Context: an optimization exercise on an open-source flow, tuned for small area and a short achievable clock period. The choices shown serve that exercise and are no tape-out recipe.
Function was checked by simulation only, so behaviour that the tests miss may differ from the original.
No activity file was given, so power comes from the tool's default toggle rates.

## flow/design.v

```verilog
module tmds #(
	parameter [7:0] C0 = 8'h00,  
	parameter [7:0] C1 = 8'hff,  
	parameter [7:0] C2 = 8'h00,  
	parameter [7:0] C3 = 8'h00,  
	parameter [7:0] C4 = 8'h00   
) (
	input wire clk,
	input wire rst_c,
	input wire [2:0] cls,
	output wire [9:0] encoded
);
	function automatic [8:0] qm_of(input [7:0] d);
		integer i, n1;
		reg xn;
		begin
			n1 = 0;
			for (i = 0; i < 8; i = i + 1) n1 = n1 + d[i];
			xn = (n1 > 4) || (n1 == 4 && d[0] == 1'b0);
			qm_of[0] = d[0];
			for (i = 1; i < 8; i = i + 1) qm_of[i] = qm_of[i-1] ^ d[i] ^ xn;
			qm_of[8] = !xn;
		end
	endfunction
	function automatic signed [3:0] dh_of(input [8:0] q);
		integer i, n1;
		begin
			n1 = 0;
			for (i = 0; i < 8; i = i + 1) n1 = n1 + q[i];
			dh_of = n1 - 4;
		end
	endfunction
	localparam [8:0] Q0 = qm_of(C0), Q1 = qm_of(C1), Q2 = qm_of(C2), Q3 = qm_of(C3), Q4 = qm_of(C4);
	localparam signed [3:0] D0 = dh_of(Q0), D1 = dh_of(Q1), D2 = dh_of(Q2), D3 = dh_of(Q3), D4 = dh_of(Q4);
	reg [8:0] qm;
	reg signed [3:0] dh;
	always @(*) begin
		case (cls)
			3'd0: begin qm = Q0; dh = D0; end
			3'd1: begin qm = Q1; dh = D1; end
			3'd2: begin qm = Q2; dh = D2; end
			3'd3: begin qm = Q3; dh = D3; end
			default: begin qm = Q4; dh = D4; end
		endcase
	end
	reg signed [3:0] h;
	wire hz = h == 0;
	wire inv = hz ? !qm[8] : (h[3] == dh[3]);
	reg signed [3:0] h_next;
	always @(*) begin
		if (hz) h_next = qm[8] ? dh : -dh;
		else if (inv) h_next = h + {3'b0, qm[8]} - dh;
		else h_next = h - {3'b0, !qm[8]} + dh;
	end
	always @(posedge clk) h <= rst_c ? 4'sd0 : h_next;
	assign encoded = {inv, qm[8], qm[7:0] ^ {8{inv}}};
endmodule
module gol(
	input wire clk,
	input wire rst,
	input wire [2:0] left,
	input wire [2:0] right,
	input wire [9:0] x,
	input wire [9:0] y,
	output reg [2:0] cls
);
	localparam H = 9;
	reg [71:0] b;
	wire [9:0] fb[0:H-1];
	genvar gr, gc;
	generate
		for (gr = 0; gr < H; gr = gr + 1) begin : fbr
			assign fb[gr][0] = (gr >= 3 && gr <= 5) ? left[gr-3] : 1'b0;
			assign fb[gr][9] = (gr >= 3 && gr <= 5) ? right[gr-3] : 1'b0;
			assign fb[gr][8:1] = b[gr*8 +: 8];
		end
	endgenerate
	reg [10:0] dc;
	always @(posedge clk) begin
		if (rst) dc <= 0;
		else dc <= dc[10] ? 11'd0 : dc + 11'd1;
	end
	wire step = dc == 11'd1023;
	wire vs[0:H-1][0:9];
	wire vk[0:H-1][0:9];
	generate
		for (gr = 0; gr < H; gr = gr + 1) begin : vr
			for (gc = 0; gc < 10; gc = gc + 1) begin : vc
				wire a = fb[(gr + H - 1) % H][gc];
				wire m = fb[gr][gc];
				wire d = fb[(gr + 1) % H][gc];
				assign vs[gr][gc] = a ^ m ^ d;
				assign vk[gr][gc] = (a & m) | (a & d) | (m & d);
			end
		end
	endgenerate
	wire [71:0] nb;
	generate
		for (gr = 0; gr < H; gr = gr + 1) begin : nr
			for (gc = 1; gc < 9; gc = gc + 1) begin : nc
				wire s0 = vs[gr][gc-1] ^ vs[gr][gc] ^ vs[gr][gc+1];
				wire k0 = (vs[gr][gc-1] & vs[gr][gc]) | (vs[gr][gc-1] & vs[gr][gc+1]) | (vs[gr][gc] & vs[gr][gc+1]);
				wire m0 = vk[gr][gc-1] ^ vk[gr][gc] ^ vk[gr][gc+1];
				wire m1 = (vk[gr][gc-1] & vk[gr][gc]) | (vk[gr][gc-1] & vk[gr][gc+1]) | (vk[gr][gc] & vk[gr][gc+1]);
				wire one = !m1 & (m0 ^ k0);
				wire two = (m1 & !m0 & !k0) | (m0 & !m1 & k0);
				assign nb[gr*8 + gc-1] = s0 ? one : (two & b[gr*8 + gc-1]);
			end
		end
	endgenerate
	localparam [71:0] GLIDER = (72'd1 << (6*8 + 6-1)) | (72'd1 << (7*8 + 7-1))
		| (72'd1 << (8*8 + 5-1)) | (72'd1 << (8*8 + 6-1)) | (72'd1 << (8*8 + 7-1));
	always @(posedge clk) begin
		if (rst) b <= GLIDER;
		else if (step) b <= nb;
	end
	function automatic [2:0] tri_count(input [71:0] bb, input integer c);
		tri_count = (bb[0*8+c-1] & bb[1*8+c-1] & bb[2*8+c-1])
			+ (bb[1*8+c-1] & bb[2*8+c-1] & bb[3*8+c-1])
			+ (bb[5*8+c-1] & bb[6*8+c-1] & bb[7*8+c-1])
			+ (bb[6*8+c-1] & bb[7*8+c-1] & bb[8*8+c-1])
			+ (bb[7*8+c-1] & bb[8*8+c-1] & bb[0*8+c-1]);
	endfunction
	reg [8:0] l_score, r_score;
	always @(posedge clk) begin
		if (rst) begin
			l_score <= 0;
			r_score <= 0;
		end else if (step) begin
			r_score <= r_score + tri_count(b, 1);
			l_score <= l_score + tri_count(b, 8);
		end
	end
	wire [4:0] xc = x[9:5];
	wire [4:0] yc = y[9:5];
	wire grid = x[4:0] == 0 || y[4:0] == 0;
	wire yin = yc >= 3 && yc <= 11;
	wire [3:0] row = yc - 5'd3;
	wire [3:0] col = xc - 5'd5;
	reg alive;
	always @(*) begin
		alive = 1'b0;
		for (int r = 0; r < H; r++)
			for (int c = 0; c < 10; c++)
				if (row == r && col == c) alive = fb[r][c];
	end
	always @(*) begin
		if (grid) cls = 3'd2;
		else if (xc == 1 && yin) cls = l_score[row] ? 3'd3 : 3'd0;
		else if (xc == 18 && yin) cls = r_score[row] ? 3'd4 : 3'd0;
		else if (xc < 5 || xc > 14 || !yin) cls = 3'd0;
		else cls = alive ? 3'd0 : 3'd1;
	end
endmodule
`default_nettype none
module top(
	input wire clk,
	input wire rst,
	input wire [2:0] left,
	input wire [2:0] right,
	output wire [9:0] tmds_ch0,
	output wire [9:0] tmds_ch1,
	output wire [9:0] tmds_ch2,
	output wire [5:0] leds
);
	assign leds[5:0] = {left, right};
	reg [9:0] x;
	reg [9:0] y;
	always @(posedge clk) begin
		if (rst) begin
			x <= 0;
			y <= 0;
		end else if (x == 10'd799) begin
			x <= 0;
			y <= y == 10'd524 ? 10'd0 : y + 10'd1;
		end else x <= x + 10'd1;
	end
	wire [2:0] cls;
	gol gol(clk, rst, left, right, x, y, cls);
	reg [2:0] cls1;
	always @(posedge clk) cls1 <= rst ? 3'd7 : cls;
	wire x0 = x == 10'd0;
	wire de_p = x >= 10'd1 && x <= 10'd640 && y < 10'd480;
	wire hs_p = !(x >= 10'd657 && x <= 10'd752);
	wire vs_p = !((y == 10'd490 && x >= 10'd657) || y == 10'd491 || y == 10'd492 || (y == 10'd493 && x0));
	reg [3:0] s;
	always @(posedge clk) begin
		if (cls1 == 3'd7) s <= 4'b0111;
		else if (de_p) s <= {1'b1, cls1};
		else s <= {2'b00, vs_p, hs_p};
	end
	wire grid_pp = x[4:0] == 5'd2 || (x >= 10'd2 ? y[4:0] == 5'd0 : y[4:0] == 5'd1);
	wire [2:0] ecls = s[3] ? s[2:0] : (grid_pp ? 3'd2 : 3'd0);
	wire rst_c = !s[3] && s[2];
	wire [9:0] r_enc, g_enc, b_enc;
	tmds #(.C0(8'h00), .C1(8'hff), .C2(8'h18), .C3(8'h8d), .C4(8'h47)) r_t(clk, rst_c, ecls, r_enc);
	tmds #(.C0(8'h00), .C1(8'hff), .C2(8'h08), .C3(8'h47), .C4(8'h9b)) g_t(clk, rst_c, ecls, g_enc);
	tmds #(.C0(8'h00), .C1(8'hff), .C2(8'h02), .C3(8'h9b), .C4(8'h7c)) b_t(clk, rst_c, ecls, b_enc);
	reg [9:0] ctl;
	always @(*) begin
		case (s[1:0])
			2'b00: ctl = 10'b1101010100;
			2'b01: ctl = 10'b0010101011;
			2'b10: ctl = 10'b0101010100;
			default: ctl = 10'b1010101011;
		endcase
	end
	assign tmds_ch0 = s[3] ? b_enc : ctl;
	assign tmds_ch1 = s[3] ? g_enc : 10'b1101010100;
	assign tmds_ch2 = s[3] ? r_enc : 10'b1101010100;
endmodule
```

## flow/run.sh

```bash
#!/bin/bash
# synth_recipe.tcl (not shown) runs the flow's synth.tcl, then flattens the netlist and writes it again
# the make line also repeats each setting of config.mk as NAME=value (left out here)
make -C /OpenROAD-flow-scripts/flow DESIGN_CONFIG=/design/flow/config.mk WORK_HOME=/design/flow/orfs CLKGATE_MAP_FILE= SYNTH_SCRIPT=/design/flow/synth_recipe.tcl finish
```

## flow/config.mk

```make
export PLATFORM = sky130hd
export DESIGN_NAME = top
export DESIGN_NICKNAME = top
export VERILOG_FILES = /design/flow/design.v
export SDC_FILE = /design/flow/constraint.sdc
export NUM_CORES = 4
export LEC_CHECK = 0
export CAP_MARGIN = 20
export CORE_MARGIN = 2
export CORE_UTILIZATION = 40
export PLACE_DENSITY = 0.6
export SLEW_MARGIN = 20
```

## flow/constraint.sdc

```tcl
create_clock -name core_clock -period 14.0 [get_ports {clk}]
set_input_delay 2.8000 -clock core_clock [delete_from_list [all_inputs] [get_ports {clk}]]
set_output_delay 2.8000 -clock core_clock [all_outputs]
set_load 0.01 [all_outputs]
```

==> impl_results.md <==
- Critical path arrival: 4.24 ns
- Initial core utilization: 40.7%
- P_sw: 0.553 mW
- WS Path Type: in2out
- Root Driver: clkbuf_16
- Most used DFF post-synth: dfxtp_1
- CTS Buf Count: 17
- Crit path max fanout: 5
- Synth unique cells: 86
- Cell Area, Placed: 0.0180 mm^2
- Post-synth EDFFs: 0
- GRT Resource Usage Total: 21.4%
- CTS H-tree lvls: 4
- Dpl hpwl: 35100 um
- Syn Std Cell Area: 0.0171 mm^2
- CP Cell Sequence: clkdlybuf4s50_1, clkdlybuf4s50_1
- CP max stage cell: clkdlybuf4s50_1
- Syn_nets: 2348
- DR WL/cell: 18.0 um
- Net switching fraction of the power: 35.1%
- Hold Fails Final Rpt: 0
- Row count: 75
- Vias per inst: 5.63
- Gpl congestion: 0.947
- Vias in the first global route: 14400
- Yosys warns: 5
- Synth area leaders: fa_1, dfxtp_1, ha_1
- Width of the die: 211 um
- Leakage power: 7.14 nW
- Total grt overflow: 0
- Antenna Nets Post-Route: 0
- Initial antenna violation count: 0
- Die span in y: 211 um
- Final setup TNS: 0 ns
- Fmax achieved: 142 MHz
- Via count: 14464
- Worst min path class: reg2reg
- Clock Latency Late Sink: 0.45 ns
- Cell Int Power: 1.02 mW
- Nets: 2338
- WL final: 46200 um
- Core area: 0.0421 mm^2
- Sink Count: 140
- Flop pwr share: 28.7%
- Worst path most repeated cell: clkdlybuf4s50_1
- Post-CTS Setup Inserts: 0
- Buf/Inv on CP: 2
- Port buffer count: 43
- Worst vdd rail ir drop: 0.0702 mV
- Syn_area_per_cell: 8.45 um^2
- Mapped Cells: 2029
- Period utilization: 50.3%
- Die area: 0.0445 mm^2
- Yosys top cell area share: 24.4%
- Register area share after synthesis: 16.3%
- Ratio of cells with drive above 1 in the final layout: 5.96%
- TritonCTS clock tree: done
- First-pass GRT wire length: 75500 um
- # IOs: 44
- Post_cts resized: 0
- Longest Clk Path Bufs: 2
- Critical path endpoint category: output port
- Worst path required time: 11.20 ns
- Clk pwr share: 29.9%
- Hold buffers post-CTS: 0
- Slew @ Worst Pin: 1.04 ns
- Clock Pin Slew Worst Setup and Hold Paths: 0.06 ns
- Fin. max-slew vios: 0
- Drt drc: 0
- Slowest Stage Delay on Critical Path: 0.80 ns
- RSZ-0062 raised after global routing: no
- Clk_skew: 0.00855 ns
- Relative slew slack: 30.4%
- Final setup viols: 0
- Max-cap violation count: 0
- Ant. Diodes: 0
- Outcome: no timing/DRC/antenna violations
- Pwr Density: 85.0 mW/mm^2
- DR iter-0 viols: 1088
- Fillers: 4041
- Cell class contributing the biggest share of worst-path delay: buffers and inverters
- First-pass detailed-route iteration total: 5
- Setup crit start kind: primary input
- Comb pwr share: 41.4%
- Pin count of the biggest net entering global routing: 73
- Synthesis-to-finish area growth: 8.28%
- Async S/R FF share, synth: 0%
- Design area: 0.0186 mm^2
- #FFs+latches synth: 140
- Tmin final: 7.04 ns
- Dominant cell type by area after synthesis: fa_1
## synth_stat cells (13+ instances only)
cell,number
a21oi_1,214
a31oi_1,17
buf_1,13
clkbuf_1,55
dfxtp_1,140
fa_1,209
ha_1,102
inv_1,231
mux2i_1,24
nand2_1,148
nand2b_1,13
nand3_1,34
nand3b_1,13
nand4b_1,21
nor2_1,258
nor2b_1,24
nor3_1,19
nor3b_1,26
o21ai_0,76
o221a_2,43
xnor2_1,35
xor2_1,82
## per-stage QoR
step,utilization [%],worst slack [ns],hold slack (ns),instances,total power [mW]
3_5_place_dp,42.7,6.97,0.456,2539,1.12
6_report,44.1,6.96,0.467,2570,1.58
3_3_place_gp,42.7,7.00,0.444,2539,1.10
2_1_floorplan,-,8.28,0.431,2029,0.930
5_1_grt,44.1,6.88,0.513,2570,1.70
4_1_cts,44.1,6.96,0.470,2570,1.59
## registers in the layout, indices dropped and copies added, names as in the netlist
| register | count |
|---|---|
| s | 4 |
| y | 10 |
| g_t.h | 4 |
| x | 10 |
| gol.r_score | 9 |
| gol.dc | 11 |
| r_t.h | 4 |
| gol.l_score | 9 |
| gol.b | 72 |
| cls1 | 3 |
| b_t.h | 4 |
## kinds of logic (layout without fill, tap and decap cells)
logic type / count (synthesis) / in the layout / share of synthesized area (%)
AND/OR/NAND/NOR: 645 / 645 / 18.4
multiplexers: 37 / 37 / 2.54
buffers and inverters: 315 / 317 / 7.20
adder cells (fa/ha/maj): 311 / 311 / 31.9
XOR/XNOR: 118 / 118 / 6.07
AO/OA/AOI/OAI: 463 / 463 / 17.6
flip-flops: 140 / 140 / 16.3
## layer usage
metal	routed length (um)	track usage, %
met5	0	0
met4	1180	7.38
met3	2870	3.57
met2	21200	34.2
met1	21000	29.5
## cell usage in the layout (no fill, tap or decap), types with 26 or more instances in the layout
cell type        count
nor3b_1             26
dfxtp_1            138
fa_1               209
a21oi_1            214
inv_1              230
xor2_1              82
nand3_1             34
xnor2_1             35
clkdlybuf4s50_1     42
nand2_1            148
o21ai_0             76
ha_1               102
o221a_2             43
nor2_1             258
## worst reg2reg max path, stage by stage, from the launching register on
cell      delay [ns]
dfxtp_2         0.31
buf_4           0.29
or4_4           0.63
or3_4           0.38
o311ai_4        0.46
a21oi_1         0.23
inv_1           0.25
nor2_1          0.12
ha_1            0.39
fa_1            0.52
mux2_1          0.33
a22o_1          0.25
a211oi_1        0.16
## layout make-up
cell class	count	area (um^2)	area share [%]
well taps	539	674	3.63
multi-input cells	1574	13100	70.6
inverters	231	867	4.67
clock inverters	12	139	0.748
flip-flops and latches	140	2810	15.1
clock buffers	19	453	2.44
repair buffers	55	515	2.78
## power groups by stage
stage | Sequential [mW] | Clock [mW] | Combinational [mW]
after floorplan | 0.450 | 0 | 0.480
after CTS | 0.453 | 0.481 | 0.661
after global placement | 0.461 | 0 | 0.640
after detailed placement | 0.462 | 0 | 0.658
after global routing | 0.457 | 0.498 | 0.740
final | 0.453 | 0.471 | 0.654
## final timing paths
path / from / end / slack (ns) / cells past startpoint
max reg2reg: x[5]$_SDFF_PP0_ / b_t.h[1]$_SDFF_PP0_ / 9.59 / 12
max: right[1] / leds[1] / 6.96 / 2
min: gol.dc[0]$_SDFF_PP0_ / gol.dc[0]$_SDFF_PP0_ / 0.47 / 1
min reg2reg: gol.dc[0]$_SDFF_PP0_ / gol.dc[0]$_SDFF_PP0_ / 0.47 / 1

==> separate check: timing with driven ports <==
In the flow no input, the clock included, has a driving cell. The finished layout below was timed again as built, in two steps. Step 1, drivers: a clkbuf_16 drives clk and a buf_2 each remaining input, both assumed. Step 2 times the ports against the registers' clock, not the clock port: input delays grow and output delays shrink by t, the midpoint of the rising clock arrivals with the driver on. Three values: ideal, step 1, step 2; two values: the first two.
t (ns): 0.494
slack for setup (ns): 6.958 / 6.936 / 6.936
clock arrival spread, ns: 0.009 / 0.009
slew at the worst register clock pin (ns): 0.07 / 0.07
After both steps this run still meets setup and hold. The setup slack of this run moves by -0.022 ns with the drivers and by -0.022 ns with both steps.
